Context: an optimization exercise on an open-source flow, tuned for small area, a short achievable clock period and few clock cycles. The choices shown serve that exercise and are no tape-out recipe.
Function was checked by simulation only, so behaviour that the tests miss may differ from the original.

===== flow/flow/run.sh =====
#!/bin/bash
# The standard layout (the standard.sh, unchanged synthesis and steps),
# with repair_timing asked for more setup slack than the clock needs, so that
# it also buffers and sizes paths that already meet the 10 ns clock.
set -euo pipefail
bash standard.sh SETUP_SLACK_MARGIN=6.5 finish > run_standard.log 2>&1

===== flow/standard.sh =====
#!/bin/bash
# synth_recipe.tcl (not shown) runs the flow's synth.tcl, then flattens the netlist and writes it again
# the make line also repeats each setting of config.mk as NAME=value (left out here)
make -C /OpenROAD-flow-scripts/flow DESIGN_CONFIG=/design/flow/config.mk WORK_HOME=/design/flow/orfs CLKGATE_MAP_FILE= SYNTH_SCRIPT=/design/flow/synth_recipe.tcl "${@:-finish}"

===== flow/config.mk =====
export PLATFORM = sky130hd
export DESIGN_NAME = gemm_accelerator_top_nxnxn
export DESIGN_NICKNAME = gemm_accelerator_top_nxnxn
export VERILOG_FILES = /design/flow/design.v
export SDC_FILE = /design/flow/constraint.sdc
export NUM_CORES = 4
export LEC_CHECK = 0
export CAP_MARGIN = 50
export CORE_MARGIN = 2
export CORE_UTILIZATION = 60
export PLACE_DENSITY = 0.7
export SLEW_MARGIN = 70

===== flow/constraint.sdc =====
create_clock -name core_clock -period 10.0 [get_ports {clk_i}]
set_input_delay 2.0000 -clock core_clock [delete_from_list [all_inputs] [get_ports {clk_i}]]
set_output_delay 2.0000 -clock core_clock [all_outputs]
set_load 0.01 [all_outputs]

===== flow/design.v =====
module ceiling_counter #(
  parameter int Width      = 8,
  parameter int HasCeiling = 1
) (
  input  logic             clk_i,
  input  logic             rst_ni,        
  input  logic             tick_i,
  input  logic             clear_i,       
  input  logic [Width-1:0] ceiling_i,
  output logic [Width-1:0] count_o,
  output logic             last_value_o
);
  always_ff @(posedge clk_i or negedge rst_ni) begin
    if (!rst_ni) begin
      count_o <= '0;
    end else if (clear_i) begin
      count_o <= '0;
    end else if (tick_i) begin
      if (HasCeiling) begin
        if (count_o < (ceiling_i - 1'b1))
          count_o <= count_o + 1'b1;
        else count_o <= '0;
      end else begin
        count_o <= count_o + 1'b1;
      end
    end
  end
  always_comb begin
    if (HasCeiling) begin
      last_value_o = (count_o == (ceiling_i - 1'b1)) && tick_i;
    end else begin
      last_value_o = (&count_o) && tick_i;
    end
  end
endmodule
module register_chain #(
  parameter int Depth     = 3,
  parameter int DataWidth = 8
)(
  input  logic                     clk_i,
  input  logic                     rst_ni,
  input  logic [DataWidth-1:0]     data_in_i,
  output logic [DataWidth-1:0]     data_out_o
);
  logic [DataWidth-1:0] registers [0:Depth-1];
  always_ff @(posedge clk_i or negedge rst_ni) begin
    if (!rst_ni) begin
      for (int i = 0; i < Depth; i++) begin
        registers[i] <= '0;
      end
    end else begin
      registers[0] <= data_in_i;
      for (int i = 1; i < Depth; i++) begin
        registers[i] <= registers[i-1];
      end
    end
  end
  assign data_out_o = registers[Depth-1];
endmodule
module general_mac_pe #(
  parameter int unsigned AccWidth = 23
) (
  input  logic                clk_i,
  input  logic [3:0]          a_one_i,   
  input  logic [3:0]          a_two_i,
  input  logic [3:0]          a_neg_i,
  input  logic [7:0]          b_i,
  input  logic                clr_i,
  output logic [AccWidth-1:0] acc_o,    
  output logic [AccWidth-1:0] cy_o       
);
  logic [AccWidth-1:0] acc_q, acc_g, row0, row1, acc_d;
  logic [11:1] cy_q, cy_g, cy_d;
  assign acc_g = clr_i ? '0 : acc_q;
  assign cy_g  = clr_i ? '0 : cy_q;
  logic s1, c2, s3, c4, s5, c6, s7, c8, s9, c10, s11, c12, s13, c14, s15, c16, s17, c18, s19, c20, s21, c22, s23, c24, s25, c26, s27, c28, s29, c30, s31, c32, s33, c34, s35, c36, s37, c38, s39, c40, s41, c42, s43, c44, s45, c46, s47, c48, s49, c50, s51, c52, s53, c54, s55, c56, s57, c58, s59, c60, s61, c62, s63, c64, s65, c66, s67, c68, s69, c70, s71, c72, s73, c74, s75, c76, s77, c78, s79, c80, s81, c82, s83, c84, s85, c86, s87, c88, s89, c90, s91, c92, s93, c94;
  assign s1 = acc_g[4] ^ a_neg_i[2];
  assign c2 = acc_g[4] & a_neg_i[2];
  assign s3 = acc_g[5] ^ cy_g[3] ^ (((a_one_i[0] & b_i[5]) | (a_two_i[0] & b_i[4])) ^ a_neg_i[0]);
  assign c4 = (acc_g[5] & cy_g[3]) | (acc_g[5] & (((a_one_i[0] & b_i[5]) | (a_two_i[0] & b_i[4])) ^ a_neg_i[0])) | (cy_g[3] & (((a_one_i[0] & b_i[5]) | (a_two_i[0] & b_i[4])) ^ a_neg_i[0]));
  assign s5 = acc_g[6] ^ a_neg_i[3] ^ (((a_one_i[0] & b_i[6]) | (a_two_i[0] & b_i[5])) ^ a_neg_i[0]);
  assign c6 = (acc_g[6] & a_neg_i[3]) | (acc_g[6] & (((a_one_i[0] & b_i[6]) | (a_two_i[0] & b_i[5])) ^ a_neg_i[0])) | (a_neg_i[3] & (((a_one_i[0] & b_i[6]) | (a_two_i[0] & b_i[5])) ^ a_neg_i[0]));
  assign s7 = (((a_one_i[1] & b_i[4]) | (a_two_i[1] & b_i[3])) ^ a_neg_i[1]) ^ (((a_one_i[2] & b_i[2]) | (a_two_i[2] & b_i[1])) ^ a_neg_i[2]);
  assign c8 = (((a_one_i[1] & b_i[4]) | (a_two_i[1] & b_i[3])) ^ a_neg_i[1]) & (((a_one_i[2] & b_i[2]) | (a_two_i[2] & b_i[1])) ^ a_neg_i[2]);
  assign s9 = acc_g[7] ^ cy_g[4] ^ (((a_one_i[0] & b_i[7]) | (a_two_i[0] & b_i[6])) ^ a_neg_i[0]);
  assign c10 = (acc_g[7] & cy_g[4]) | (acc_g[7] & (((a_one_i[0] & b_i[7]) | (a_two_i[0] & b_i[6])) ^ a_neg_i[0])) | (cy_g[4] & (((a_one_i[0] & b_i[7]) | (a_two_i[0] & b_i[6])) ^ a_neg_i[0]));
  assign s11 = (((a_one_i[1] & b_i[5]) | (a_two_i[1] & b_i[4])) ^ a_neg_i[1]) ^ (((a_one_i[2] & b_i[3]) | (a_two_i[2] & b_i[2])) ^ a_neg_i[2]) ^ (((a_one_i[3] & b_i[1]) | (a_two_i[3] & b_i[0])) ^ a_neg_i[3]);
  assign c12 = ((((a_one_i[1] & b_i[5]) | (a_two_i[1] & b_i[4])) ^ a_neg_i[1]) & (((a_one_i[2] & b_i[3]) | (a_two_i[2] & b_i[2])) ^ a_neg_i[2])) | ((((a_one_i[1] & b_i[5]) | (a_two_i[1] & b_i[4])) ^ a_neg_i[1]) & (((a_one_i[3] & b_i[1]) | (a_two_i[3] & b_i[0])) ^ a_neg_i[3])) | ((((a_one_i[2] & b_i[3]) | (a_two_i[2] & b_i[2])) ^ a_neg_i[2]) & (((a_one_i[3] & b_i[1]) | (a_two_i[3] & b_i[0])) ^ a_neg_i[3]));
  assign s13 = 1'b1 ^ acc_g[8] ^ ~(((a_one_i[0] | a_two_i[0]) & b_i[7]) ^ a_neg_i[0]);
  assign c14 = (1'b1 & acc_g[8]) | (1'b1 & ~(((a_one_i[0] | a_two_i[0]) & b_i[7]) ^ a_neg_i[0])) | (acc_g[8] & ~(((a_one_i[0] | a_two_i[0]) & b_i[7]) ^ a_neg_i[0]));
  assign s15 = (((a_one_i[1] & b_i[6]) | (a_two_i[1] & b_i[5])) ^ a_neg_i[1]) ^ (((a_one_i[2] & b_i[4]) | (a_two_i[2] & b_i[3])) ^ a_neg_i[2]) ^ (((a_one_i[3] & b_i[2]) | (a_two_i[3] & b_i[1])) ^ a_neg_i[3]);
  assign c16 = ((((a_one_i[1] & b_i[6]) | (a_two_i[1] & b_i[5])) ^ a_neg_i[1]) & (((a_one_i[2] & b_i[4]) | (a_two_i[2] & b_i[3])) ^ a_neg_i[2])) | ((((a_one_i[1] & b_i[6]) | (a_two_i[1] & b_i[5])) ^ a_neg_i[1]) & (((a_one_i[3] & b_i[2]) | (a_two_i[3] & b_i[1])) ^ a_neg_i[3])) | ((((a_one_i[2] & b_i[4]) | (a_two_i[2] & b_i[3])) ^ a_neg_i[2]) & (((a_one_i[3] & b_i[2]) | (a_two_i[3] & b_i[1])) ^ a_neg_i[3]));
  assign s17 = 1'b1 ^ acc_g[9] ^ cy_g[5];
  assign c18 = (1'b1 & acc_g[9]) | (1'b1 & cy_g[5]) | (acc_g[9] & cy_g[5]);
  assign s19 = (((a_one_i[1] & b_i[7]) | (a_two_i[1] & b_i[6])) ^ a_neg_i[1]) ^ (((a_one_i[2] & b_i[5]) | (a_two_i[2] & b_i[4])) ^ a_neg_i[2]) ^ (((a_one_i[3] & b_i[3]) | (a_two_i[3] & b_i[2])) ^ a_neg_i[3]);
  assign c20 = ((((a_one_i[1] & b_i[7]) | (a_two_i[1] & b_i[6])) ^ a_neg_i[1]) & (((a_one_i[2] & b_i[5]) | (a_two_i[2] & b_i[4])) ^ a_neg_i[2])) | ((((a_one_i[1] & b_i[7]) | (a_two_i[1] & b_i[6])) ^ a_neg_i[1]) & (((a_one_i[3] & b_i[3]) | (a_two_i[3] & b_i[2])) ^ a_neg_i[3])) | ((((a_one_i[2] & b_i[5]) | (a_two_i[2] & b_i[4])) ^ a_neg_i[2]) & (((a_one_i[3] & b_i[3]) | (a_two_i[3] & b_i[2])) ^ a_neg_i[3]));
  assign s21 = acc_g[10] ^ ~(((a_one_i[1] | a_two_i[1]) & b_i[7]) ^ a_neg_i[1]) ^ (((a_one_i[2] & b_i[6]) | (a_two_i[2] & b_i[5])) ^ a_neg_i[2]);
  assign c22 = (acc_g[10] & ~(((a_one_i[1] | a_two_i[1]) & b_i[7]) ^ a_neg_i[1])) | (acc_g[10] & (((a_one_i[2] & b_i[6]) | (a_two_i[2] & b_i[5])) ^ a_neg_i[2])) | (~(((a_one_i[1] | a_two_i[1]) & b_i[7]) ^ a_neg_i[1]) & (((a_one_i[2] & b_i[6]) | (a_two_i[2] & b_i[5])) ^ a_neg_i[2]));
  assign s23 = 1'b1 ^ acc_g[11] ^ cy_g[6];
  assign c24 = (1'b1 & acc_g[11]) | (1'b1 & cy_g[6]) | (acc_g[11] & cy_g[6]);
  assign s25 = acc_g[2] ^ a_neg_i[1];
  assign c26 = acc_g[2] & a_neg_i[1];
  assign s27 = acc_g[3] ^ cy_g[2] ^ (((a_one_i[0] & b_i[3]) | (a_two_i[0] & b_i[2])) ^ a_neg_i[0]);
  assign c28 = (acc_g[3] & cy_g[2]) | (acc_g[3] & (((a_one_i[0] & b_i[3]) | (a_two_i[0] & b_i[2])) ^ a_neg_i[0])) | (cy_g[2] & (((a_one_i[0] & b_i[3]) | (a_two_i[0] & b_i[2])) ^ a_neg_i[0]));
  assign s29 = s1 ^ (((a_one_i[0] & b_i[4]) | (a_two_i[0] & b_i[3])) ^ a_neg_i[0]) ^ (((a_one_i[1] & b_i[2]) | (a_two_i[1] & b_i[1])) ^ a_neg_i[1]);
  assign c30 = (s1 & (((a_one_i[0] & b_i[4]) | (a_two_i[0] & b_i[3])) ^ a_neg_i[0])) | (s1 & (((a_one_i[1] & b_i[2]) | (a_two_i[1] & b_i[1])) ^ a_neg_i[1])) | ((((a_one_i[0] & b_i[4]) | (a_two_i[0] & b_i[3])) ^ a_neg_i[0]) & (((a_one_i[1] & b_i[2]) | (a_two_i[1] & b_i[1])) ^ a_neg_i[1]));
  assign s31 = c2 ^ (((a_one_i[1] & b_i[3]) | (a_two_i[1] & b_i[2])) ^ a_neg_i[1]) ^ (((a_one_i[2] & b_i[1]) | (a_two_i[2] & b_i[0])) ^ a_neg_i[2]);
  assign c32 = (c2 & (((a_one_i[1] & b_i[3]) | (a_two_i[1] & b_i[2])) ^ a_neg_i[1])) | (c2 & (((a_one_i[2] & b_i[1]) | (a_two_i[2] & b_i[0])) ^ a_neg_i[2])) | ((((a_one_i[1] & b_i[3]) | (a_two_i[1] & b_i[2])) ^ a_neg_i[1]) & (((a_one_i[2] & b_i[1]) | (a_two_i[2] & b_i[0])) ^ a_neg_i[2]));
  assign s33 = ((a_one_i[3] & b_i[0]) ^ a_neg_i[3]) ^ s7 ^ c4;
  assign c34 = (((a_one_i[3] & b_i[0]) ^ a_neg_i[3]) & s7) | (((a_one_i[3] & b_i[0]) ^ a_neg_i[3]) & c4) | (s7 & c4);
  assign s35 = c8 ^ c6 ^ s9;
  assign c36 = (c8 & c6) | (c8 & s9) | (c6 & s9);
  assign s37 = c10 ^ c12 ^ s13;
  assign c38 = (c10 & c12) | (c10 & s13) | (c12 & s13);
  assign s39 = s17 ^ c14 ^ c16;
  assign c40 = (s17 & c14) | (s17 & c16) | (c14 & c16);
  assign s41 = c18 ^ (((a_one_i[3] & b_i[4]) | (a_two_i[3] & b_i[3])) ^ a_neg_i[3]) ^ c20;
  assign c42 = (c18 & (((a_one_i[3] & b_i[4]) | (a_two_i[3] & b_i[3])) ^ a_neg_i[3])) | (c18 & c20) | ((((a_one_i[3] & b_i[4]) | (a_two_i[3] & b_i[3])) ^ a_neg_i[3]) & c20);
  assign s43 = s23 ^ (((a_one_i[2] & b_i[7]) | (a_two_i[2] & b_i[6])) ^ a_neg_i[2]) ^ (((a_one_i[3] & b_i[5]) | (a_two_i[3] & b_i[4])) ^ a_neg_i[3]);
  assign c44 = (s23 & (((a_one_i[2] & b_i[7]) | (a_two_i[2] & b_i[6])) ^ a_neg_i[2])) | (s23 & (((a_one_i[3] & b_i[5]) | (a_two_i[3] & b_i[4])) ^ a_neg_i[3])) | ((((a_one_i[2] & b_i[7]) | (a_two_i[2] & b_i[6])) ^ a_neg_i[2]) & (((a_one_i[3] & b_i[5]) | (a_two_i[3] & b_i[4])) ^ a_neg_i[3]));
  assign s45 = acc_g[12] ^ c24 ^ ~(((a_one_i[2] | a_two_i[2]) & b_i[7]) ^ a_neg_i[2]);
  assign c46 = (acc_g[12] & c24) | (acc_g[12] & ~(((a_one_i[2] | a_two_i[2]) & b_i[7]) ^ a_neg_i[2])) | (c24 & ~(((a_one_i[2] | a_two_i[2]) & b_i[7]) ^ a_neg_i[2]));
  assign s47 = 1'b1 ^ acc_g[13] ^ cy_g[7];
  assign c48 = (1'b1 & acc_g[13]) | (1'b1 & cy_g[7]) | (acc_g[13] & cy_g[7]);
  assign s49 = acc_g[0] ^ a_neg_i[0];
  assign c50 = acc_g[0] & a_neg_i[0];
  assign s51 = acc_g[1] ^ cy_g[1] ^ (((a_one_i[0] & b_i[1]) | (a_two_i[0] & b_i[0])) ^ a_neg_i[0]);
  assign c52 = (acc_g[1] & cy_g[1]) | (acc_g[1] & (((a_one_i[0] & b_i[1]) | (a_two_i[0] & b_i[0])) ^ a_neg_i[0])) | (cy_g[1] & (((a_one_i[0] & b_i[1]) | (a_two_i[0] & b_i[0])) ^ a_neg_i[0]));
  assign s53 = s25 ^ (((a_one_i[0] & b_i[2]) | (a_two_i[0] & b_i[1])) ^ a_neg_i[0]) ^ ((a_one_i[1] & b_i[0]) ^ a_neg_i[1]);
  assign c54 = (s25 & (((a_one_i[0] & b_i[2]) | (a_two_i[0] & b_i[1])) ^ a_neg_i[0])) | (s25 & ((a_one_i[1] & b_i[0]) ^ a_neg_i[1])) | ((((a_one_i[0] & b_i[2]) | (a_two_i[0] & b_i[1])) ^ a_neg_i[0]) & ((a_one_i[1] & b_i[0]) ^ a_neg_i[1]));
  assign s55 = c26 ^ (((a_one_i[1] & b_i[1]) | (a_two_i[1] & b_i[0])) ^ a_neg_i[1]) ^ s27;
  assign c56 = (c26 & (((a_one_i[1] & b_i[1]) | (a_two_i[1] & b_i[0])) ^ a_neg_i[1])) | (c26 & s27) | ((((a_one_i[1] & b_i[1]) | (a_two_i[1] & b_i[0])) ^ a_neg_i[1]) & s27);
  assign s57 = ((a_one_i[2] & b_i[0]) ^ a_neg_i[2]) ^ c28 ^ s29;
  assign c58 = (((a_one_i[2] & b_i[0]) ^ a_neg_i[2]) & c28) | (((a_one_i[2] & b_i[0]) ^ a_neg_i[2]) & s29) | (c28 & s29);
  assign s59 = c30 ^ s3 ^ s31;
  assign c60 = (c30 & s3) | (c30 & s31) | (s3 & s31);
  assign s61 = c32 ^ s5 ^ s33;
  assign c62 = (c32 & s5) | (c32 & s33) | (s5 & s33);
  assign s63 = s11 ^ c34 ^ s35;
  assign c64 = (s11 & c34) | (s11 & s35) | (c34 & s35);
  assign s65 = s15 ^ c36 ^ s37;
  assign c66 = (s15 & c36) | (s15 & s37) | (c36 & s37);
  assign s67 = s19 ^ s39 ^ c38;
  assign c68 = (s19 & s39) | (s19 & c38) | (s39 & c38);
  assign s69 = s21 ^ c40 ^ s41;
  assign c70 = (s21 & c40) | (s21 & s41) | (c40 & s41);
  assign s71 = c22 ^ s43 ^ c42;
  assign c72 = (c22 & s43) | (c22 & c42) | (s43 & c42);
  assign s73 = (((a_one_i[3] & b_i[6]) | (a_two_i[3] & b_i[5])) ^ a_neg_i[3]) ^ c44 ^ s45;
  assign c74 = ((((a_one_i[3] & b_i[6]) | (a_two_i[3] & b_i[5])) ^ a_neg_i[3]) & c44) | ((((a_one_i[3] & b_i[6]) | (a_two_i[3] & b_i[5])) ^ a_neg_i[3]) & s45) | (c44 & s45);
  assign s75 = s47 ^ (((a_one_i[3] & b_i[7]) | (a_two_i[3] & b_i[6])) ^ a_neg_i[3]) ^ c46;
  assign c76 = (s47 & (((a_one_i[3] & b_i[7]) | (a_two_i[3] & b_i[6])) ^ a_neg_i[3])) | (s47 & c46) | ((((a_one_i[3] & b_i[7]) | (a_two_i[3] & b_i[6])) ^ a_neg_i[3]) & c46);
  assign s77 = acc_g[14] ^ c48 ^ ~(((a_one_i[3] | a_two_i[3]) & b_i[7]) ^ a_neg_i[3]);
  assign c78 = (acc_g[14] & c48) | (acc_g[14] & ~(((a_one_i[3] | a_two_i[3]) & b_i[7]) ^ a_neg_i[3])) | (c48 & ~(((a_one_i[3] | a_two_i[3]) & b_i[7]) ^ a_neg_i[3]));
  assign s79 = 1'b1 ^ acc_g[15] ^ cy_g[8];
  assign c80 = (1'b1 & acc_g[15]) | (1'b1 & cy_g[8]) | (acc_g[15] & cy_g[8]);
  assign s81 = 1'b1 ^ acc_g[16];
  assign c82 = 1'b1 & acc_g[16];
  assign s83 = 1'b1 ^ acc_g[17] ^ cy_g[9];
  assign c84 = (1'b1 & acc_g[17]) | (1'b1 & cy_g[9]) | (acc_g[17] & cy_g[9]);
  assign s85 = 1'b1 ^ acc_g[18];
  assign c86 = 1'b1 & acc_g[18];
  assign s87 = 1'b1 ^ acc_g[19] ^ cy_g[10];
  assign c88 = (1'b1 & acc_g[19]) | (1'b1 & cy_g[10]) | (acc_g[19] & cy_g[10]);
  assign s89 = 1'b1 ^ acc_g[20];
  assign c90 = 1'b1 & acc_g[20];
  assign s91 = 1'b1 ^ acc_g[21] ^ cy_g[11];
  assign c92 = (1'b1 & acc_g[21]) | (1'b1 & cy_g[11]) | (acc_g[21] & cy_g[11]);
  assign s93 = 1'b1 ^ acc_g[22];
  assign c94 = 1'b1 & acc_g[22];
  assign row0 = {s93, s91, s89, s87, s85, s83, s81, s79, s77, s75, s73, s71, s69, s67, s65, s63, s61, s59, s57, s55, s53, s51, ((a_one_i[0] & b_i[0]) ^ a_neg_i[0])};
  assign row1 = {c92, c90, c88, c86, c84, c82, c80, c78, c76, c74, c72, c70, c68, c66, c64, c62, c60, c58, c56, c54, c52, c50, s49};
  logic k1, k3, k5, k7, k9, k11, k13, k15, k17, k19, k21;
  assign acc_d[0] = row0[0] ^ row1[0];
  assign cy_d[1] = (row0[0] & row1[0]);
  assign acc_d[1] = row0[1] ^ row1[1];
  assign k1 = (row0[1] & row1[1]);
  assign acc_d[2] = row0[2] ^ row1[2] ^ k1;
  assign cy_d[2] = ((row0[2] & row1[2]) | (row0[2] & k1) | (row1[2] & k1));
  assign acc_d[3] = row0[3] ^ row1[3];
  assign k3 = (row0[3] & row1[3]);
  assign acc_d[4] = row0[4] ^ row1[4] ^ k3;
  assign cy_d[3] = ((row0[4] & row1[4]) | (row0[4] & k3) | (row1[4] & k3));
  assign acc_d[5] = row0[5] ^ row1[5];
  assign k5 = (row0[5] & row1[5]);
  assign acc_d[6] = row0[6] ^ row1[6] ^ k5;
  assign cy_d[4] = ((row0[6] & row1[6]) | (row0[6] & k5) | (row1[6] & k5));
  assign acc_d[7] = row0[7] ^ row1[7];
  assign k7 = (row0[7] & row1[7]);
  assign acc_d[8] = row0[8] ^ row1[8] ^ k7;
  assign cy_d[5] = ((row0[8] & row1[8]) | (row0[8] & k7) | (row1[8] & k7));
  assign acc_d[9] = row0[9] ^ row1[9];
  assign k9 = (row0[9] & row1[9]);
  assign acc_d[10] = row0[10] ^ row1[10] ^ k9;
  assign cy_d[6] = ((row0[10] & row1[10]) | (row0[10] & k9) | (row1[10] & k9));
  assign acc_d[11] = row0[11] ^ row1[11];
  assign k11 = (row0[11] & row1[11]);
  assign acc_d[12] = row0[12] ^ row1[12] ^ k11;
  assign cy_d[7] = ((row0[12] & row1[12]) | (row0[12] & k11) | (row1[12] & k11));
  assign acc_d[13] = row0[13] ^ row1[13];
  assign k13 = (row0[13] & row1[13]);
  assign acc_d[14] = row0[14] ^ row1[14] ^ k13;
  assign cy_d[8] = ((row0[14] & row1[14]) | (row0[14] & k13) | (row1[14] & k13));
  assign acc_d[15] = row0[15] ^ row1[15];
  assign k15 = (row0[15] & row1[15]);
  assign acc_d[16] = row0[16] ^ row1[16] ^ k15;
  assign cy_d[9] = ((row0[16] & row1[16]) | (row0[16] & k15) | (row1[16] & k15));
  assign acc_d[17] = row0[17] ^ row1[17];
  assign k17 = (row0[17] & row1[17]);
  assign acc_d[18] = row0[18] ^ row1[18] ^ k17;
  assign cy_d[10] = ((row0[18] & row1[18]) | (row0[18] & k17) | (row1[18] & k17));
  assign acc_d[19] = row0[19] ^ row1[19];
  assign k19 = (row0[19] & row1[19]);
  assign acc_d[20] = row0[20] ^ row1[20] ^ k19;
  assign cy_d[11] = ((row0[20] & row1[20]) | (row0[20] & k19) | (row1[20] & k19));
  assign acc_d[21] = row0[21] ^ row1[21];
  assign k21 = (row0[21] & row1[21]);
  assign acc_d[22] = row0[22] ^ row1[22] ^ k21;
  always_ff @(posedge clk_i) begin
    acc_q <= acc_d;
    cy_q  <= cy_d;
  end
  assign acc_o = acc_q;
  always_comb begin
    cy_o = '0;
    cy_o[1] = cy_q[1];
    cy_o[3] = cy_q[2];
    cy_o[5] = cy_q[3];
    cy_o[7] = cy_q[4];
    cy_o[9] = cy_q[5];
    cy_o[11] = cy_q[6];
    cy_o[13] = cy_q[7];
    cy_o[15] = cy_q[8];
    cy_o[17] = cy_q[9];
    cy_o[19] = cy_q[10];
    cy_o[21] = cy_q[11];
  end
endmodule
module gemm_systolic_array_top #(
  parameter int unsigned NumRows     = 4,
  parameter int unsigned NumCols     = 8,
  parameter int unsigned InDataWidth = 8,
  parameter int unsigned AccWidth    = 23
) (
  input  logic                                          clk_i,
  input  logic [NumRows-1:0][3:0]                       a_one_i,
  input  logic [NumRows-1:0][3:0]                       a_two_i,
  input  logic [NumRows-1:0][3:0]                       a_neg_i,
  input  logic [NumCols-1:0][InDataWidth-1:0]           b_i,
  input  logic [NumRows-1:0]                            clr_i,
  output logic [NumRows-1:0][NumCols-1:0][AccWidth-1:0] acc_o,
  output logic [NumRows-1:0][NumCols-1:0][AccWidth-1:0] cy_o
);
  for (genvar r = 0; r < NumRows; r++) begin : gen_row
    for (genvar c = 0; c < NumCols; c++) begin : gen_col
      general_mac_pe #(
        .AccWidth ( AccWidth )
      ) i_pe (
        .clk_i   ( clk_i       ),
        .a_one_i ( a_one_i[r]  ),
        .a_two_i ( a_two_i[r]  ),
        .a_neg_i ( a_neg_i[r]  ),
        .b_i     ( b_i[c]      ),
        .clr_i   ( clr_i[r]    ),
        .acc_o   ( acc_o[r][c] ),
        .cy_o    ( cy_o[r][c]  )
      );
    end
  end
endmodule
module gemm_accelerator_top_nxnxn #(
  parameter int unsigned InDataWidth      = 8,
  parameter int unsigned OutDataWidth     = 32,
  parameter int unsigned AddrWidth        = 16,
  parameter int unsigned SizeAddrWidth    = 8,
  parameter int unsigned NumKernels       = 2,
  parameter int unsigned NumParallelLanes = 4
) (
  input  logic                            clk_i,
  input  logic                            rst_ni,
  input  logic                            start_i,
  output logic                            done_o,
  input  logic        [SizeAddrWidth-1:0] M_size_i,
  input  logic        [SizeAddrWidth-1:0] K_size_i,
  input  logic        [SizeAddrWidth-1:0] N_size_i,
  output logic        [    AddrWidth-1:0] sram_a_addr_o,
  output logic        [    AddrWidth-1:0] sram_b_addr_o,
  output logic        [    AddrWidth-1:0] sram_c_addr_o,
  input  logic signed [InDataWidth*NumParallelLanes-1:0]              sram_a_rdata_i,
  input  logic signed [InDataWidth*NumKernels*NumParallelLanes-1:0]   sram_b_rdata_i,
  output logic signed [OutDataWidth*NumKernels*NumParallelLanes-1:0]  sram_c_wdata_o,
  output logic                            sram_c_we_o
);
  localparam int unsigned NumRows  = NumParallelLanes;
  localparam int unsigned NumCols  = NumKernels * NumParallelLanes;
  localparam int unsigned AccWidth = 23;
  localparam int unsigned AW_A     = 14;   
  localparam int unsigned AW_B     = 13;   
  localparam int unsigned AW_C     = 13;   
  logic [5:0] mq_q;    
  logic [4:0] nq_q;    
  logic [7:0] k_q;
  always_ff @(posedge clk_i) begin
    mq_q <= M_size_i[7:2];
    nq_q <= N_size_i[7:3];
    k_q  <= K_size_i;
  end
  logic            issuing_q;    
  logic [1:0]      gap_q;        
  logic [7:0]      kc_q;         
  logic [5:0]      mb_q;         
  logic [4:0]      nb_q;         
  logic [AW_A-1:0] a_addr_q;
  logic [AW_B-1:0] b_addr_q;
  logic iv, ilast, tile_wrap, op_last;
  logic [5:0] mb_inc;
  logic [4:0] nb_inc;
  assign mb_inc    = mb_q + 6'd1;
  assign nb_inc    = nb_q + 5'd1;
  assign iv        = issuing_q && (gap_q == 2'd0);
  assign ilast     = iv && (kc_q == 8'd1);
  assign tile_wrap = (nb_inc == nq_q);
  assign op_last   = tile_wrap && (mb_inc == mq_q);
  always_ff @(posedge clk_i or negedge rst_ni) begin
    if (!rst_ni) begin
      issuing_q <= 1'b0;
      gap_q     <= 2'd0;
    end else begin
      if (start_i) begin
        issuing_q <= 1'b1;
        gap_q     <= 2'd0;
      end else if (issuing_q) begin
        if (gap_q != 2'd0) gap_q <= gap_q - 2'd1;
        else if (ilast) begin
          gap_q <= 2'd3;
          if (op_last) issuing_q <= 1'b0;
        end
      end
    end
  end
  always_ff @(posedge clk_i) begin
    if (start_i) begin
      kc_q     <= K_size_i;
      mb_q     <= '0;
      nb_q     <= '0;
      a_addr_q <= '0;
      b_addr_q <= '0;
    end else if (iv) begin
      if (ilast) begin
        kc_q <= k_q;
        if (tile_wrap) begin
          nb_q     <= '0;
          mb_q     <= mb_inc;
          a_addr_q <= AW_A'(mb_inc);
          b_addr_q <= '0;
        end else begin
          nb_q     <= nb_inc;
          a_addr_q <= AW_A'(mb_q);
          b_addr_q <= AW_B'(nb_inc);
        end
      end else begin
        kc_q     <= kc_q - 8'd1;
        a_addr_q <= a_addr_q + AW_A'(mq_q);
        b_addr_q <= b_addr_q + AW_B'(nq_q);
      end
    end
  end
  assign sram_a_addr_o = AddrWidth'(a_addr_q);
  assign sram_b_addr_o = AddrWidth'(b_addr_q);
  logic [NumRows-1:0][3:0] a_one, a_two, a_neg;
  always_comb begin
    for (int r = 0; r < NumRows; r++) begin
      for (int i = 0; i < 4; i++) begin
        logic x2, x1, x0;
        x2 = sram_a_rdata_i[8*r + 2*i + 1];
        x1 = sram_a_rdata_i[8*r + 2*i];
        x0 = (i == 0) ? 1'b0 : sram_a_rdata_i[8*r + 2*i - 1];
        a_one[r][i] = iv & (x1 ^ x0);
        a_two[r][i] = iv & ((x2 & ~x1 & ~x0) | (~x2 & x1 & x0));
        a_neg[r][i] = iv & x2;
      end
    end
  end
  logic [NumRows-1:0][3:0] op_one_q, op_two_q, op_neg_q;
  logic [NumCols-1:0][InDataWidth-1:0] op_b_q;
  always_ff @(posedge clk_i) begin
    op_one_q <= a_one;
    op_two_q <= a_two;
    op_neg_q <= a_neg;
    op_b_q   <= sram_b_rdata_i;
  end
  logic l1_q, w1_q, e1_q;
  always_ff @(posedge clk_i or negedge rst_ni) begin
    if (!rst_ni) begin
      l1_q <= 1'b0;
      w1_q <= 1'b0;
      e1_q <= 1'b0;
    end else begin
      l1_q <= ilast;
      w1_q <= ilast && tile_wrap;
      e1_q <= ilast && op_last;
    end
  end
  logic [NumRows-1:0] rsel_q;    
  logic [1:0]         row_q;
  logic               cap_q, cwrap_q, cend_q;
  logic               we_q, wlast_q, wrap_q, done_q;
  logic [AW_C-1:0]    c_addr_q, c_base_q;
  always_ff @(posedge clk_i or negedge rst_ni) begin
    if (!rst_ni) begin
      rsel_q  <= '0;
      row_q   <= 2'd0;
      cap_q   <= 1'b0;
      cwrap_q <= 1'b0;
      cend_q  <= 1'b0;
      we_q    <= 1'b0;
      wlast_q <= 1'b0;
      wrap_q  <= 1'b0;
      done_q  <= 1'b0;
    end else begin
      if (start_i) begin
        rsel_q <= '1;
      end else if (l1_q) begin
        rsel_q <= 4'b0001;
      end else if (cap_q) begin
        rsel_q <= {rsel_q[2:0], 1'b0};
      end else begin
        rsel_q <= '0;
      end
      if (l1_q) begin
        cap_q   <= 1'b1;
        row_q   <= 2'd0;
        cwrap_q <= w1_q;
        cend_q  <= e1_q;
      end else if (cap_q) begin
        row_q <= row_q + 2'd1;
        if (row_q == 2'd3) cap_q <= 1'b0;
      end
      we_q    <= cap_q;
      wlast_q <= cap_q && (row_q == 2'd3);
      wrap_q  <= cwrap_q;
      done_q  <= cap_q && (row_q == 2'd3) && cend_q;
    end
  end
  logic [NumRows-1:0][NumCols-1:0][AccWidth-1:0] acc, cy;
  gemm_systolic_array_top #(
    .NumRows     ( NumRows     ),
    .NumCols     ( NumCols     ),
    .InDataWidth ( InDataWidth ),
    .AccWidth    ( AccWidth    )
  ) i_array (
    .clk_i   ( clk_i    ),
    .a_one_i ( op_one_q ),
    .a_two_i ( op_two_q ),
    .a_neg_i ( op_neg_q ),
    .b_i     ( op_b_q   ),
    .clr_i   ( rsel_q   ),
    .acc_o   ( acc      ),
    .cy_o    ( cy       )
  );
  logic [NumRows-1:0] msel_q;
  always_ff @(posedge clk_i) begin
    if (l1_q)       msel_q <= 4'b0001;
    else if (cap_q) msel_q <= {msel_q[2:0], 1'b0};
  end
  logic [NumCols-1:0][AccWidth-1:0] acc_row, cy_row;
  always_comb begin
    acc_row = '0;
    cy_row  = '0;
    for (int r = 0; r < NumRows; r++) begin
      acc_row |= acc[r] & {(NumCols*AccWidth){msel_q[r]}};
      cy_row  |= cy[r]  & {(NumCols*AccWidth){msel_q[r]}};
    end
  end
  logic [NumCols-1:0][AccWidth-1:0] wd_q;
  always_ff @(posedge clk_i) begin
    for (int c = 0; c < NumCols; c++) begin
      wd_q[c] <= acc_row[c] + cy_row[c];
    end
  end
  always_ff @(posedge clk_i) begin
    if (start_i) begin
      c_addr_q <= '0;
      c_base_q <= '0;
    end else if (we_q) begin
      if (wlast_q) begin
        if (wrap_q) begin
          c_addr_q <= c_addr_q + AW_C'(1);
          c_base_q <= c_addr_q + AW_C'(1);
        end else begin
          c_addr_q <= c_base_q + AW_C'(1);
          c_base_q <= c_base_q + AW_C'(1);
        end
      end else begin
        c_addr_q <= c_addr_q + AW_C'(nq_q);
      end
    end
  end
  assign sram_c_we_o   = we_q;
  assign sram_c_addr_o = AddrWidth'(c_addr_q);
  assign done_o        = done_q;
  always_comb begin
    for (int c = 0; c < NumCols; c++) begin
      sram_c_wdata_o[c*OutDataWidth +: OutDataWidth] =
        OutDataWidth'($signed(wd_q[c]));
    end
  end
endmodule

==> impl_metrics.yaml, run 1 <==
timing:
  fmax_ghz: 0.273
  post-route-period-util: 0.367
  period_minus_slack_ns: 3.67
  fin_setup_tns_ns: 0
  finalHoldViolCount: 0
  worstMarginPinSlew_ns: 0.577
  drv_slew: 0
  holdWs_ns: 0.398
  slew_headroom: 0.614
  setup_viol: 0
  grt_setup_unrepaired: "yes"
  finClkSkew_ns: 0.0487
critical_path:
  crit_path_start_kind: "flip-flop"
  crit_family: "adder cells"
  crit_cells: 13
  crit_path_start: "rsel_q[1]"
  r2r_start: "rsel_q[1]"
  criticalPathCategory: "reg -> reg"
  slowest_delay_ns: 0.57
  slowest_stage: "fa_2"
  cp.required_ns: 10.76
  path_cells: "buf_12 -> buf_12 -> buf_16 -> buf_16 -> buf_16 -> buf_16 -> nand2b_4 -> fa_2 -> fa_1 -> inv_1 -> fa_1 -> ha_2 -> fa_1"
  crit_path_frequent_cell: "buf_16"
  crit_fanout: 5
  cp.arrival_ns: 4.43
  cp.buffers_inverters: 7
  r2r_cells: 13
  cp-end-kind: "flip-flop"
clock_network:
  cts.sinks: 1498
  cts-htree-levels: 4
  clk_latency_ns: 0.88
  cts_root_buf: "clkbuf_16"
  cts_tree: "built"
  cts_made_buffers: 172
  path_clk_slew_ns: 0.06
  cts_buffer_depth: 3
routing:
  drt_iter0_markers: 10868
  drtPass1Iterations: 7
  postRouteAntennaNets: 0
  detail_route.wl_per_cell_um: 28.1
  vias_per_cell: 6.24
  wl_um: 409000
  vias: 90807
  drc_errors: 0
floorplan:
  die_area_mm2: 0.195
  start_util: 0.604
  die_h_um: 441
  rows: 160
  die_x_um: 441
  ios: 429
  fp.coreArea_mm2: 0.190
placed_design:
  place_hpwl_um: 251000
  gp_congestion: 0.913
  port_buffers: 415
hold_path:
  hold_class: "reg -> reg"
  min_from: "cwrap_q"
  whs_path_depth: 0
yosys:
  synth_edf_count: 8
  postSynth.asyncResetShare: 0.0127
  yosysWarnings: 2
  synth_cell_types: 82
  yosys_most_used_dff: "dfxtp_1"
  synthesis.area_mm2: 0.115
  syn_inst: 11473
  yosysSeqAreaShare: 0.263
  syn_avg_cell_area_um2: 10.0
  ys_seq_elements: 1498
grt:
  grt_max_degree: 71
  grt_overflow: 0
  gr-usage-all-layers: 0.395
  antenna_found_initial: 38
  grt_pass1_wl_um: 577000
  grt_pass1_vias: 93845
job:
  drv_cap: 0
finish:
  final_nets: 14167
  layout-drive-gt1-share: 0.139
  area_delta_synth_final_pct: 20.1
outcome:
  status: "timing/DRC/antenna clean"
## registers in the layout, summed over array words and instances, names as in the netlist, 4 cells and up
register / flops
wd_q: 184
msel_q: 4
c_addr_q: 13
i_array.gen_row.gen_col.i_pe.cy_q: 352
k_q: 8
nb_q: 5
mb_q: 6
op_two_q: 16
i_array.gen_row.gen_col.i_pe.acc_q: 736
rsel_q: 4
kc_q: 8
c_base_q: 13
mq_q: 6
nq_q: 5
op_neg_q: 16
b_addr_q: 13
op_one_q: 16
a_addr_q: 14
op_b_q: 64
## synth_stat cells, types with 11 or more instances
cell      number  area share
buf_1        182      0.0060
mux2i_1       21      0.0018
o21ai_0       45      0.0020
dfrtp_1       19      0.0041
inv_1       1365       0.045
and2_1        19      0.0010
and3_1        31      0.0017
nand3_1       41      0.0018
dfxtp_1     1471        0.26
a21oi_1      117      0.0051
xnor2_1     1061       0.081
ha_1         887       0.097
a21o_1        26      0.0017
a22oi_1     1426       0.093
nor2b_1      366       0.020
buf_4         88      0.0058
nand2b_1     746       0.041
or3_1         21      0.0011
o31ai_1       12     0.00079
a31oi_1       18     0.00098
xor2_1       364       0.028
a41oi_1       15      0.0011
or2_2         23      0.0013
nor3_1        20     0.00087
o21bai_1      15     0.00098
a22o_1        11     0.00084
o211ai_1      15     0.00098
buf_2         33      0.0014
fa_1        1315        0.23
clkbuf_1     601       0.020
a211oi_1      29      0.0019
nand2_1      698       0.023
nor2_1       159      0.0052
a21bo_2       11     0.00096
## cells in the final DEF (no fill, tap or decap), drive strengths merged, types with 105 or more instances in the layout
cell and n:
a21oi 119, a22oi 1430, buf 669, clkbuf 300
clkdlybuf4s15 107, clkdlybuf4s50 112, dfxtp 1471, dlygate4sd2 105
fa 1315, ha 887, inv 1382, nand2 698
nand2b 746, nor2 159, nor2b 366, xnor2 1061
xor2 364
## layer usage
| metal | GRT usage | wire, um | up-vias |
|---|---|---|---|
| met1 | 0.492 | 145000 | 44812 |
| met2 | 0.594 | 173000 | 6247 |
| met4 | 0.256 | 35600 | 38 |
| met5 | 0 | 295 | - |
| met3 | 0.123 | 55800 | 1687 |
| li1 | - | - | 38023 |
## cell families (layout without fill, tap and decap cells)
kind of cell	Yosys count	after routing	synth area share
compound gates	1865	1865	0.121
xor+xnor	1428	1428	0.109
fa+ha+maj	2202	2202	0.326
buf+inv	2280	2785	0.0783
flops	1498	1498	0.263
mux	26	26	0.00232
other cells	1	53	0.0000327
simple gates	2173	2173	0.0999
## worst paths after layout
| kind | slack, ns | endpoint |
|---|---|---|
| max | 6.33 | i_array.gen_row[1].gen_col[1].i_pe.acc_q[8] |
| min | 0.40 | wrap_q |
| max reg2reg | 6.33 | i_array.gen_row[1].gen_col[1].i_pe.acc_q[8] |
| min reg2reg | 0.40 | wrap_q |
| max in group asynchronous | 8.78 | rsel_q[2] |
| min in group asynchronous | 1.00 | wlast_q |
## per-stage QoR
stage	util	setup slack, ns	area [um2]	cells
6_report	0.725	6.33	138000	14541
5_1_grt	0.725	6.27	138000	14521
4_1_cts	0.702	6.31	133000	14291
3_5_place_dp	0.650	5.74	124000	13791
3_3_place_gp	0.629	4.82	120000	13652
2_1_floorplan	-	6.43	115000	11480
## worst register-to-register path, delay by kind of cell (launching register included)
family	cells	cell delay [ns]
fa+ha+maj	5	2.04
buf+inv	7	0.89
flops	1	0.50
simple gates	1	0.14
## area by class of cell
cell class	count	area [um2]
multi-input combinational	7702	77400
antenna	45	113
timing repair inverter	1	8.76
fill	13187	52200
inverter	1370	5190
clock buffer	238	4940
timing repair buffer	1097	15200
tap	2511	3140
sequential	1498	30600
clock inverter	79	1100
## what timing repair did
item	4_1_cts	5_1_grt
setup endpoints to repair	580	260
setup buffers	136	136
pin swaps	55	140
hold buffers	0	0
gates resized for setup	1058	364
cloned	47	44
Testbench counts, summed over its fixed seeds: cycles 201,873.
==> run 2, diff against run 1 <==
==> flow/config.mk (replaced) <==
export PLATFORM = sky130hd
export DESIGN_NAME = gemm_accelerator_top_nxnxn
export DESIGN_NICKNAME = gemm_accelerator_top_nxnxn
export VERILOG_FILES = /design/flow/design.v
export SDC_FILE = /design/flow/constraint.sdc
export NUM_CORES = 4
export LEC_CHECK = 0
export CAP_MARGIN = 20
export CORE_MARGIN = 2
export CORE_UTILIZATION = 55
export PLACE_DENSITY = 0.65
export SLEW_MARGIN = 20
==> run 2 against run 1 <==
Against the previous run:
- worst setup slack gained 0.098 ns
- cell count is essentially flat
- synthesized cell count is the same
- core utilization shrank 9.1 points
- final area shrank 4.6%
- count of clock-buffer cells in the layout grew 20
- via count shrank 3.9%
- global-route usage shrank 3.4 points
- die area grew 9.0%
- sequential cell count is the same
- synthesized area is the same
==> impl_metrics.yaml, run 2 <==
outcome:
  status: "timing/DRC/antenna clean"
grt:
  gr-usage-all-layers: 0.361
  grt_pass1_wl_um: 573000
  grt_pass1_vias: 91237
  grt_max_degree: 89
  grt_overflow: 0
  antenna_found_initial: 28
routing:
  wl_met2_um: 166000
  postRouteAntennaNets: 0
  top_layer: "met5"
  drtPass1Iterations: 7
  vias: 87276
  wl_um: 392000
  vias_per_cell: 6.01
  drt-met1-wl_um: 150000
  detail_route.wl_per_cell_um: 27.0
  drt_iter0_markers: 9500
  drc_errors: 0
  wl_met3_um: 49300
yosys:
  yosysSeqAreaShare: 0.263
  yosysWarnings: 2
  syn_inst: 11473
  postSynth.asyncResetShare: 0.0127
  ys_seq_elements: 1498
  ys_top_cells_by_area: "dfxtp_1, fa_1, ha_1"
  synth.most_common_cell: "dfxtp_1"
  synth_edf_count: 8
  yosys_most_used_dff: "dfxtp_1"
  synth_top_area_cell: "dfxtp_1"
  synth_top_area_frac: 0.257
  synth_cell_types: 82
  synthesis.area_mm2: 0.115
  syn_avg_cell_area_um2: 10.0
  synth_top_cells_by_count: "dfxtp_1, a22oi_1, inv_1, fa_1, xnor2_1"
finish:
  largest_register: "i_array.gen_row.gen_col.i_pe.acc_q"
  largest_reg_flops: 736
  stdcell_area_mm2: 0.131
  layout-drive-gt1-share: 0.0972
  area_delta_synth_final_pct: 14.6
  final_cells: 14531
  layout.cells.most_common_list: "a22oi_1, inv_1, dfxtp_1"
  final_nets: 13902
  mostFrequentLayoutCell: "a22oi_1"
  reg_top3: "i_array.gen_row.gen_col.i_pe.acc_q x736, i_array.gen_row.gen_col.i_pe.cy_q x352, wd_q x184"
hold_path:
  hold_path_end: "wrap_q"
  hold_class: "reg -> reg"
  whs_path_depth: 0
  min_from: "cwrap_q"
placed_design:
  dp_cells: 13925
  gp_congestion: 0.887
  place_area_mm2: 0.120
  port_buffers: 415
  place_hpwl_um: 235000
floorplan:
  die_x_um: 461
  fp.coreArea_mm2: 0.207
  die_h_um: 461
  ios: 429
  rows: 167
  start_util: 0.553
  die_area_mm2: 0.212
critical_path:
  cp.arrival_ns: 1.57
  cp.required_ns: 8.00
  r2r_start: "rsel_q[1]"
  r2r_slack_ns: 6.51
  criticalPathCategory: "reg -> out"
  rr_endpoint: "i_array.gen_row[1].gen_col[7].i_pe.acc_q[8]"
  r2r_cells: 9
  crit_path_start_kind: "flip-flop"
  crit_fanout: 4
  cp-end-kind: "output pin"
timing:
  period_minus_slack_ns: 3.57
  fmax_ghz: 0.280
  finalHoldViolCount: 0
  worstMarginPinSlew_ns: 1.17
  grt_setup_unrepaired: "yes"
  slew_headroom: 0.218
  post-route-period-util: 0.357
  drv_slew: 0
  fin_setup_tns_ns: 0
  finClkSkew_ns: 0.0564
  setup_viol: 0
clock_network:
  cts_buffer_depth: 3
  cts_made_buffers: 177
  clk_latency_ns: 0.89
  cts_hold_buf: 0
  cts_tree: "built"
  cts_root_buf: "clkbuf_16"
  path_clk_slew_ns: 0.06
  cts.sinks: 1498
  cts-htree-levels: 4
job:
  drv_cap: 0
==> run 2: timing repair <==
item / in CTS / in global routing
setup buffers: 155 / 73
gates cloned: 14 / 19
resized for setup: 1233 / 155
pin swaps: 7 / 16
endpoints found under the setup margin: 1012 / 199
==> run 2: kinds of logic after synthesis <==
logic type | after synthesis | synth area share
buf+inv | 2280 | 0.0783
fa+ha+maj | 2202 | 0.326
other cells | 1 | 0.0000327
flops | 1498 | 0.263
compound gates | 1865 | 0.121
mux | 26 | 0.00232
simple gates | 2173 | 0.0999
xor+xnor | 1428 | 0.109
==> run 2: cell type report <==
class                           count  area [um2]
Multi-Input combinational cell   7702       75900
Fill cell                       16819       75800
Sequential cell                  1498       30600
Timing Repair Buffer              828       10200
Clock buffer                      258        5210
Inverter                         1370        5170
Tap cell                         2788        3490
Clock inverter                     67         838
Antenna cell                       20        50.0
==> run 2: worst max path at each step <==
stage            startpoint                                           end  slack (ns)  depth (start not counted)
2_1_floorplan  op_neg_q[13]  i_array.gen_row[3].gen_col[0].i_pe.acc_q[10]        6.43                         10
3_3_place_gp      msel_q[0]                                     wd_q[182]        5.51                         12
3_5_place_dp      msel_q[0]                                     wd_q[182]        5.48                         12
4_1_cts           wd_q[160]                           sram_c_wdata_o[220]        6.36                          3
5_1_grt            wd_q[45]                            sram_c_wdata_o[59]        6.40                          3
6_report          wd_q[160]                           sram_c_wdata_o[221]        6.43                          3
==> run 2: worst max-delay path: stages (launching register included) <==
cell and delay, ns:
dfxtp_4 0.35, buf_12 0.13, buf_6 0.11, buf_6 0.11
==> run 2: per-layer routing <==
layer  vias up  GRT usage
li1      37439          -
met3      1142      0.102
met1     43579      0.472
met5         -   0.000459
met4        26      0.190
met2      5090      0.541
==> run 2: stage by stage <==
step           utilization  hold WS, ns  setup slack (ns)
6_report             0.634        0.400              6.43
5_1_grt              0.634        0.413              6.40
4_1_cts              0.625        0.399              6.36
3_5_place_dp         0.578        0.382              5.48
3_3_place_gp         0.578        0.361              5.51
2_1_floorplan            -        0.350              6.43
==> run 3, diff against run 2 <==
--- a/flow/config.mk
+++ b/flow/config.mk
@@ -8,5 +8,7 @@
 export CAP_MARGIN = 20
 export CORE_MARGIN = 2
 export CORE_UTILIZATION = 55
+export CTS_CLUSTER_DIAMETER = 100
+export CTS_CLUSTER_SIZE = 20
 export PLACE_DENSITY = 0.65
 export SLEW_MARGIN = 20
==> run 3 against run 2 <==
Against the previous run:
- final area down 3.0%
- synthesized area unchanged
- largest cell class unchanged
- core utilization down 1.9 points
- synthesized cell count unchanged
- count of clock-buffer cells in the layout down 142
- sequential cell count unchanged
- clock skew up 0.0077 ns
- worst setup slack better by 0.036 ns
- sequential share of layout area up 0.67 points
- maximum frequency up 1.0%
- register-to-register slack worse by 0.04 ns
==> impl_metrics.yaml, run 3 <==
outcome:
  status: "timing/DRC/antenna clean"
yosys:
  synth_top_area_cell: "dfxtp_1"
  synth_cell_types: 82
  synth.most_common_cell: "dfxtp_1"
  syn_avg_cell_area_um2: 10.0
  ys_top_cells_by_area: "dfxtp_1, fa_1, ha_1"
  yosysWarnings: 2
  yosysSeqAreaShare: 0.263
  yosys_most_used_dff: "dfxtp_1"
  ys_seq_elements: 1498
  synth_edf_count: 8
  synthesis.area_mm2: 0.115
  postSynth.asyncResetShare: 0.0127
  synth_top_area_frac: 0.257
  syn_inst: 11473
  synth_top_cells_by_count: "dfxtp_1, a22oi_1, inv_1, fa_1, xnor2_1"
placed_design:
  gp_congestion: 0.887
  port_buffers: 415
  dp_cells: 13925
  place_hpwl_um: 235000
  place_ws_ns: 5.48
grt:
  antenna_found_initial: 32
  grt_pass1_wl_um: 563000
  grt_max_degree: 89
  grt_overflow: 0
  grt_pass1_vias: 89371
  gr-usage-all-layers: 0.353
timing:
  finalHoldViolCount: 0
  grt_setup_unrepaired: "yes"
  holdWs_ns: 0.398
  slew_headroom: 0.234
  drv_slew: 0
  post-route-period-util: 0.353
  finClkSkew_ns: 0.0642
  period_minus_slack_ns: 3.53
  worstMarginPinSlew_ns: 1.15
  timing.final.ws_setup_ns: 6.47
  fmax_ghz: 0.283
  fin_setup_tns_ns: 0
  setup_viol: 0
floorplan:
  start_util: 0.553
  die_area_mm2: 0.212
  ios: 429
  rows: 167
  fp.coreArea_mm2: 0.207
  die_h_um: 461
  die_x_um: 461
critical_path:
  crit_end: "i_array.gen_row[2].gen_col[7].i_pe.acc_q[8]"
  r2r_cells: 8
  cp.arrival_ns: 4.24
  path_cells: "buf_16 -> nand2b_1 -> fa_1 -> fa_1 -> inv_1 -> fa_1 -> ha_1 -> fa_1"
  slowest_stage: "dfrtp_4"
  r2r_start: "rsel_q[2]"
  cp-end-kind: "flip-flop"
  criticalPathCategory: "reg -> reg"
  crit_path_frequent_cell: "fa_1"
  crit_path_start: "rsel_q[2]"
  r2r_slack_ns: 6.47
  cp.required_ns: 10.70
  rr_endpoint: "i_array.gen_row[2].gen_col[7].i_pe.acc_q[8]"
  crit_fanout: 74
  slowest_delay_ns: 0.57
  crit_path_start_kind: "flip-flop"
routing:
  vias: 86149
  drt_iter0_markers: 9550
  drc_errors: 0
  vias_per_cell: 6.01
  detail_route.wl_per_cell_um: 27.1
  postRouteAntennaNets: 0
  wl_um: 388000
  drtPass1Iterations: 6
clock_network:
  path_clk_slew_ns: 0.10
  cts_buffer_depth: 3
  clk_latency_ns: 0.82
  cts_root_buf: "clkbuf_16"
  cts_tree: "built"
  cts-htree-levels: 3
  cts_made_buffers: 92
  cts_hold_buf: 0
  cts.sinks: 1498
finish:
  mostFrequentLayoutCell: "a22oi_1"
  final_cells: 14323
  area_delta_synth_final_pct: 11.2
  reg_top3: "i_array.gen_row.gen_col.i_pe.acc_q x736, i_array.gen_row.gen_col.i_pe.cy_q x352, wd_q x184"
  layout-drive-gt1-share: 0.0692
  final_nets: 13792
  layout.cells.most_common_list: "a22oi_1, inv_1, dfxtp_1"
  largest_reg_flops: 736
  largest_register: "i_array.gen_row.gen_col.i_pe.acc_q"
job:
  drv_cap: 0
hold_path:
  hold_class: "reg -> reg"
-- run 3: cell counts after synthesis --
Identical to the previous run, type by type.
-- run 3: worst max-delay path: cells and delay by family, from the launching register on --
kind | cells | cell delay, ns
AND/OR/NAND/NOR | 1 | 0.30
adder cells (fa/ha/maj) | 5 | 2.14
buffers and inverters | 2 | 0.25
flip-flops | 1 | 0.57
-- run 3: worst min-delay path by stage --
stage	start	endpoint	slack, ns	cells after the start
finish	cwrap_q	wrap_q	0.40	0
global route	cwrap_q	wrap_q	0.42	0
CTS	cwrap_q	wrap_q	0.40	0
detailed placement	cwrap_q	wrap_q	0.38	0
global placement	cwrap_q	wrap_q	0.36	0
floorplan	cwrap_q	wrap_q	0.35	0
-- run 3: metrics by stage --
step / utilization / instance area (um2)
2_1_floorplan: - / 115000
3_3_place_gp: 0.578 / 120000
3_5_place_dp: 0.578 / 120000
4_1_cts: 0.605 / 125000
5_1_grt: 0.615 / 128000
6_report: 0.615 / 128000
-- run 3: cell type report --
| cell class | instances | area (um2) |
|---|---|---|
| diodes | 23 | 57.6 |
| clock buffers | 116 | 2490 |
| clock inverters | 23 | 263 |
| fillers | 17303 | 79700 |
| inverters | 1370 | 5170 |
| multi-input cells | 7702 | 75900 |
| flip-flops and latches | 1498 | 30500 |
| well taps | 2788 | 3490 |
| repair buffers | 803 | 9600 |
-- run 3: cell families after synthesis --
family          Yosys count  synth area share
compound gates         1865             0.121
xor+xnor               1428             0.109
fa+ha+maj              2202             0.326
buf+inv                2280            0.0783
flops                  1498             0.263
mux                      26           0.00232
other cells               1         0.0000327
simple gates           2173            0.0999
-- run 3: repair_timing --
item,4_1_cts,5_1_grt
cloned,9,24
setup endpoints to repair,1009,202
pin swaps,4,16
gates resized for setup,740,149
buffers inserted,106,97
-- run 3: per-layer routing --
layer / track usage / routed length [um]
met4: 0.178 / 25500
met1: 0.470 / 150000
met3: 0.0895 / 47100
met2: 0.533 / 165000
met5: 0.000459 / 175
==> run 4, diff against run 3 <==
==> flow/flow/run.sh (replaced) <==
#!/bin/bash
# The standard layout (the standard.sh, unchanged synthesis and steps),
# with repair_timing asked for more setup slack than the clock needs, so that
# it also buffers and sizes paths that already meet the 10 ns clock, and with
# small port buffers (repair_timing upsizes those on critical paths).
set -euo pipefail
bash standard.sh SETUP_SLACK_MARGIN=6.5 'BUFFER_PORTS_ARGS=-buffer_cell sky130_fd_sc_hd__buf_2' finish > run_standard.log 2>&1
--- a/flow/config.mk
+++ b/flow/config.mk
@@ -8,7 +8,6 @@
 export CAP_MARGIN = 20
 export CORE_MARGIN = 2
 export CORE_UTILIZATION = 55
-export CTS_CLUSTER_DIAMETER = 100
-export CTS_CLUSTER_SIZE = 20
+export CTS_BUF_LIST = sky130_fd_sc_hd__clkbuf_4 sky130_fd_sc_hd__clkbuf_8
 export PLACE_DENSITY = 0.65
 export SLEW_MARGIN = 20
==> run 4 against run 3 <==
Against the previous run:
- register-to-register slack is essentially flat
- critical endpoint is now sram_c_we_o
- worst setup slack got worse by 0.18 ns
- maximum frequency shrank 4.9%
- routed wire length increased by 3.8%
- count of clock-buffer cells in the layout grew 329
==> impl_metrics.yaml, run 4 <==
floorplan:
  fp.coreArea_mm2: 0.207
  ios: 429
  rows: 167
  die_x_um: 461
  start_util: 0.553
  die_h_um: 461
  die_area_mm2: 0.212
critical_path:
  r2r_start: "op_neg_q[11]"
  cp.arrival_ns: 1.72
  r2r_cells: 9
  crit_family: "flip-flops"
  slowest_delay_ns: 0.51
  cp.required_ns: 8.00
  crit_path_start_kind: "flip-flop"
  cp.buffers_inverters: 1
  slowest_stage: "dfrtp_4"
  r2r_slack_ns: 6.46
  crit_cells: 1
  crit_fanout: 2
  cp-end-kind: "output pin"
  path_cells: "buf_6"
  rr_endpoint: "i_array.gen_row[2].gen_col[2].i_pe.acc_q[12]"
  criticalPathCategory: "reg -> out"
timing:
  grt_setup_unrepaired: "yes"
  fmax_ghz: 0.269
  fin_setup_tns_ns: 0
  slew_headroom: 0.379
  setup_viol: 0
  period_minus_slack_ns: 3.72
  worstMarginPinSlew_ns: 0.932
  finalHoldViolCount: 0
  drv_slew: 0
  post-route-period-util: 0.372
  timing.final.ws_setup_ns: 6.28
  finClkSkew_ns: 0.0867
  holdWs_ns: 0.380
yosys:
  synth_top_area_cell: "dfxtp_1"
  syn_inst: 11473
  synth_cell_types: 82
  muxShareOfSynthArea: 0.00232
  synth_adder_area_share: 0.326
  ys_seq_elements: 1498
  synth_top_cells_by_count: "dfxtp_1, a22oi_1, inv_1, fa_1, xnor2_1"
  synth_top_family_by_area: "adder cells"
  synth_top_area_frac: 0.257
  synth_xor_area_frac: 0.109
  synth_compound_area_frac: 0.121
  synthesis.area_mm2: 0.115
  syn_avg_cell_area_um2: 10.0
  yosys_most_used_dff: "dfxtp_1"
  yosysSeqAreaShare: 0.263
  yosysWarnings: 2
  synth_edf_count: 8
  synthSimpleGateAreaFrac: 0.0999
  ys_top_cells_by_area: "dfxtp_1, fa_1, ha_1"
  postSynth.asyncResetShare: 0.0127
  synth.most_common_cell: "dfxtp_1"
routing:
  detail_route.wl_per_cell_um: 27.2
  drt_iter0_markers: 9918
  wl_um: 402000
  vias_per_cell: 6.01
  postRouteAntennaNets: 0
  vias: 88881
  drc_errors: 0
  drtPass1Iterations: 7
grt:
  grt_pass1_vias: 91634
  antenna_found_initial: 42
  grt_overflow: 0
  gr-usage-all-layers: 0.364
  grt_pass1_wl_um: 577000
  grt_max_degree: 88
clock_network:
  cts.sinks: 1498
  clk_latency_ns: 1.12
  cts_buffer_depth: 4
  cts_root_buf: "clkbuf_8"
  cts-htree-levels: 5
  path_clk_slew_ns: 0.06
  cts_hold_buf: 0
  cts_tree: "built"
  cts_made_buffers: 298
placed_design:
  place_area_mm2: 0.118
  port_buffers: 415
  place_ws_ns: 5.12
  gp_congestion: 0.898
  place_hpwl_um: 233000
finish:
  stdcell_area_mm2: 0.132
  largest_reg_flops: 736
  fillers: 16694
  post-route-util: 0.637
  area_delta_synth_final_pct: 15.1
  reg_top3: "i_array.gen_row.gen_col.i_pe.acc_q x736, i_array.gen_row.gen_col.i_pe.cy_q x352, wd_q x184"
  layout.cells.most_common_list: "a22oi_1, inv_1, fa_1"
  largest_register: "i_array.gen_row.gen_col.i_pe.acc_q"
  layout-drive-gt1-share: 0.149
  mostFrequentLayoutCell: "a22oi_1"
  final_nets: 14091
hold_path:
  min_from: "cwrap_q"
  hold_class: "reg -> reg"
  hold_path_end: "wrap_q"
  whs_path_depth: 0
job:
  drv_cap: 0
outcome:
  status: "timing/DRC/antenna clean"
run 4: routing by layer:
metal  up-vias  wire (um)  track usage
li1      37830          -            -
met1     43997     150000        0.470
met2      5740     169000        0.539
met3      1286      54300        0.114
met4        28      28800        0.210
met5         -        284            0
run 4: worst max path at each step:
| stage | from | end | slack (ns) |
|---|---|---|---|
| after global placement | msel_q[3] | wd_q[158] | 5.16 |
| after global routing | we_q | sram_c_we_o | 6.23 |
| after floorplan | op_neg_q[13] | i_array.gen_row[3].gen_col[0].i_pe.acc_q[10] | 6.43 |
| final | we_q | sram_c_we_o | 6.28 |
| after CTS | we_q | sram_c_we_o | 6.20 |
| after detailed placement | rsel_q[0] | i_array.gen_row[0].gen_col[7].i_pe.acc_q[8] | 5.12 |
run 4: cell type report:
class                   instances  area [um2]  share of cell area
multi-input cells            7702       76100               0.577
flip-flops and latches       1498       30700               0.232
repair buffers                896       10300              0.0781
clock buffers                 445        5640              0.0427
inverters                    1370        5200              0.0394
well taps                    2788        3490              0.0264
clock inverters                51         452             0.00342
diodes                         42         105            0.000796
run 4: cells by family (layout without fill, tap and decap cells):
| family | count (synthesis) | in the layout |
|---|---|---|
| xor+xnor | 1428 | 1428 |
| compound gates | 1865 | 1865 |
| simple gates | 2173 | 2173 |
| buf+inv | 2280 | 2762 |
| fa+ha+maj | 2202 | 2202 |
| flops | 1498 | 1498 |
| other cells | 1 | 50 |
| mux | 26 | 26 |
run 4: metrics by stage:
| stage | std cells |
|---|---|
| floorplan | 11480 |
| global placement | 13919 |
| detailed placement | 13919 |
| CTS | 14636 |
| global route | 14766 |
| finish | 14792 |
run 4: timing repair:
item                        CTS  global route
setup endpoints to repair  1021           475
setup buffers               196            88
pin swaps                    13            29
gates cloned                 25            26
resized for setup           640           241

## port drivers added, routing unchanged
How much do the figures lean on ideal ports? The routed layouts below were timed once more, with nothing changed but the port constraints.
Step 1, drivers: a clkbuf_16 drives clk_i and a buf_2 each remaining input, both assumed.
Step 2, shift: input delay + t, output delay - t, t = (earliest + latest rising clock arrival at the registers) / 2. This alone moves slack from input paths to output paths.
Slacks: ideal / step 1 / step 2; pairs: ideal / step 1.
run | shift t [ns] | setup slack, ns | worst setup path at the end | worst register clock-pin slew, ns
run 1 | 0.952 | 6.331 / 6.331 / 6.331 | register to register | 0.07 / 0.07
run 2 | 0.951 | 6.429 / 6.335 / 6.235 | input to register | 0.07 / 0.07
run 3 | 0.878 | 6.465 / 6.452 / 6.233 | input to register | 0.10 / 0.10
run 4 | 1.163 | 6.282 / 6.188 / 6.269 | input to register | 0.07 / 0.07
After both steps every run listed still meets setup and hold. The setup slack of run 3, which loses most, moves by -0.013 ns with the drivers and by -0.232 ns with both steps.
